What follows belongs to an exercise in optimizing a design on an open flow for small area and a short achievable clock period; a production flow would make more cautious choices.
RTL that was checked went through simulation tests only; none was proved equivalent to the original.
No activity file was given, so power comes from the tool's default toggle rates.

Setup of JK:
## FloatingPoint_Multiplier_Complete
module FloatingPoint_Multiplier_Complete (
    input wire         clk,
    input wire         rst,
    input  wire [15:0] a,
    input  wire [15:0] b,
    output reg  [15:0] result,
    output reg         overflow,
    output reg         underflow
);
==> flow/config.mk <==
export PLATFORM = sky130hd
export DESIGN_NAME = FloatingPoint_Multiplier_Complete
export DESIGN_NICKNAME = FloatingPoint_Multiplier_Complete
export VERILOG_FILES = /design/flow/design.v
export SDC_FILE = /design/flow/constraint.sdc
export NUM_CORES = 4
export LEC_CHECK = 0
export ABC_CLOCK_PERIOD_IN_PS = 2500
export CAP_MARGIN = 20
export CORE_MARGIN = 2
export CORE_UTILIZATION = 55
export CTS_BUF_LIST = sky130_fd_sc_hd__clkbuf_8
export SETUP_SLACK_MARGIN = 4.7
export SLEW_MARGIN = 20
==> flow/constraint.sdc <==
create_clock -name core_clock -period 7.5 [get_ports {clk}]
set_input_delay 1.5000 -clock core_clock [delete_from_list [all_inputs] [get_ports {clk}]]
set_output_delay 1.5000 -clock core_clock [all_outputs]
set_load 0.01 [all_outputs]
standard.sh (not shown) runs the stock make flow with config.mk's settings and CLKGATE_MAP_FILE= SYNTH_SCRIPT=/design/flow/synth_recipe.tcl, a recipe that flattens the netlist after the stock synthesis.
==> flow/flow/run.sh <==
#!/bin/bash
# Own layout flow: the standard flow (standard.sh) with two changes:
#  - synthesis runs Yosys's synth without its generic "abc -fast" pass
#    (-noabc), so the full adders written in the RTL reach extract_fa as
#    written instead of being remapped first; everything else in
#    synth_recipe.tcl (flatten, renames, registers) is unchanged;
#  - port buffers use the buffer cell named in flow/ports.txt.
# Each tool's output is in the ORFS logs under orfs/logs; make's own output
# goes to flow.log here.
set -euo pipefail
here=$(pwd)
first=$(head -n 1 synth_recipe.tcl)
if [[ "$first" != 'proc synth {args} { yosys synth -nofsm -noshare {*}$args }' ]]; then
  echo "unexpected first line of synth_recipe.tcl: $first" >&2
  exit 1
fi
{ echo 'proc synth {args} { yosys synth -nofsm -noshare -noabc {*}$args }'; tail -n +2 synth_recipe.tcl; } > own_synth.tcl
buf=$(tr -d ' \n' < flow/ports.txt)
sed -e "s#SYNTH_SCRIPT=[^ ]*#SYNTH_SCRIPT=$here/own_synth.tcl 'BUFFER_PORTS_ARGS=-buffer_cell $buf'#" standard.sh > own_standard.sh
grep -q own_synth.tcl own_standard.sh
bash own_standard.sh > flow.log 2>&1
==> flow/flow/ports.txt <==
sky130_fd_sc_hd__buf_1
diff inputs: JK => MS
--- a/flow/design.v
+++ b/flow/design.v
@@ -606,23 +606,22 @@
     wire       unf  = r0_top ? unf1 : unf0;
     wire [4:0] ef   = r0_top ? ef1 : ef0;
     reg        r3_nz, r3_ovf, r3_unf;    
     reg [15:0] r3_val;
     always @(posedge clk or posedge rst) begin
         if (rst) begin
             r3_nz  <= 1'b0;
             r3_ovf <= 1'b0;
             r3_unf <= 1'b0;
-            r3_val <= 16'd0;
         end else begin
             r3_nz  <= ~r2_zero & ~ovf & ~unf;
             r3_ovf <= ~r2_zero & ovf;
             r3_unf <= ~r2_zero & ~ovf & unf;
-            r3_val <= {r2_sign, ef, mant};
         end
     end
+    always @(posedge clk) r3_val <= {r2_sign, ef, mant};
     always @(*) begin
         result    = r3_nz ? r3_val : (r3_ovf ? 16'h7F80 : 16'd0);
         overflow  = r3_ovf;
         underflow = r3_unf;
     end
 endmodule
Results
- Of JK and MS, the run reporting the lower slew at the pin closest to its max-slew limit was MS.
- When MS is measured against JK, its setup slack turns out 0.036 ns higher.
- Clock buffer instance count of the final layout, JK and MS, higher one = MS.
- Relative to JK, ratio of cells with drive above 1 in the final layout has decreased by 7.9 points in MS.
- Changes observed in MS relative to JK: routed wirelength normalized by instance count lower, wire length lower, first-pass GRT wire length lower.
- Taking JK as the reference, in MS core footprint decreased by 4.1% relative to the old numbers, weighted congestion reported at the end of routability-driven placement -about 6%, clock skew flat, number of tap cells added at floorplan has decreased.

* * *

== 11-26 ==
Another version of the RTL of FloatingPoint_Multiplier_Complete (not shown whole).
Size: ~95 flip-flops, about 52 I/O pins.
export LEC_CHECK = 0
export ABC_CLOCK_PERIOD_IN_PS = 2500
export CAP_MARGIN = 20
export CORE_MARGIN = 2
export CORE_UTILIZATION = 55
export CTS_BUF_LIST = sky130_fd_sc_hd__clkbuf_8
export SETUP_SLACK_MARGIN = 4.7
export SLEW_MARGIN = 20
create_clock -name core_clock -period 7.5 [get_ports {clk}]
Scripts as last shown in full above: flow/flow/run.sh, flow/flow/ports.txt
--- input diff 11-26..06-03 ---
diff --git a/flow/design.v b/flow/design.v
--- a/flow/design.v
+++ b/flow/design.v
@@ -571,19 +571,12 @@
             r3_nz  <= ~r2_zero & ~ovf & ~unf;
             r3_ovf <= ~r2_zero & ovf;
             r3_unf <= ~r2_zero & ~ovf & unf;
         end
     end
     always @(posedge clk) r3_val <= {r2_sign, ef, mant};
-    reg        r3_zn;    
-    always @(posedge clk or posedge rst) begin
-        if (rst) r3_zn <= 1'b1;
-        else     r3_zn <= r2_zero | ovf | unf;
-    end
     always @(*) begin
-        result[15]   = r3_nz & r3_val[15];
-        result[14:7] = r3_zn ? {8{r3_ovf}} : r3_val[14:7];
-        result[6:0]  = {7{r3_nz}} & r3_val[6:0];
+        result    = r3_nz ? r3_val : (r3_ovf ? 16'h7F80 : 16'd0);
         overflow  = r3_ovf;
         underflow = r3_unf;
     end
 endmodule
--- outcome ---
- 06-03: flow completed, timing, DRC and antenna clean
- Changes observed in 06-03 relative to 11-26: worst-case setup margin in the final layout now larger, number of tap instances now larger, number of global-route vias before repair now larger, part of the power in combinational logic now smaller.
- Cell area after layout on 06-03 is ahead of 11-26.
- ~same switching part of the total in 11-26 and 06-03
- Mux contribution to synthesized area for 06-03 is higher than for 11-26.
- 06-03 vs 11-26, sequential share of cell area went up by 0.23 points.
- As of 06-03, non-clock buffer count had fallen by more than 10% compared to 11-26.
Only the layout flow was run in 11-26; the RTL was not checked for function there.

## re-timing with driven ports
The flow's constraints put no driver on any port. The routed layouts listed below were extracted and timed again, unchanged, in two steps. Step 1 (the two cells are an assumption about what drives the block):
set clk [get_ports {clk}]
set_driving_cell -lib_cell sky130_fd_sc_hd__clkbuf_16 $clk
set_driving_cell -lib_cell sky130_fd_sc_hd__buf_2 [delete_from_list [all_inputs] $clk]
Step 2 moves the port delays by t, midway between the first and last clock arrival at a register: inputs arrive t later, outputs are due t later. That takes back most of the time a late clock gives input paths. Slacks: no drivers / after step 1 / after step 2; pairs: no drivers / after step 1.
run | shift t [ns] | setup slack, ns | worst register clock-pin slew, ns | worst data-port slew with drivers (ns) | cell pins on the clock port's net
JK | 0.412 | 4.747 / 4.729 / 4.603 | 0.10 / 0.10 | 0.03 | 1
MS | 0.410 | 4.783 / 4.761 / 4.557 | 0.09 / 0.09 | 0.03 | 1
11-26 | 0.408 | 4.681 / 4.657 / 4.590 | 0.11 / 0.11 | 0.03 | 1
06-03 | 0.405 | 4.781 / 4.748 / 4.615 | 0.09 / 0.09 | 0.03 | 1
After both steps setup and hold are still met in every run listed. The setup slack of MS, which loses most, moves by -0.022 ns with the drivers and by -0.226 ns with both steps.
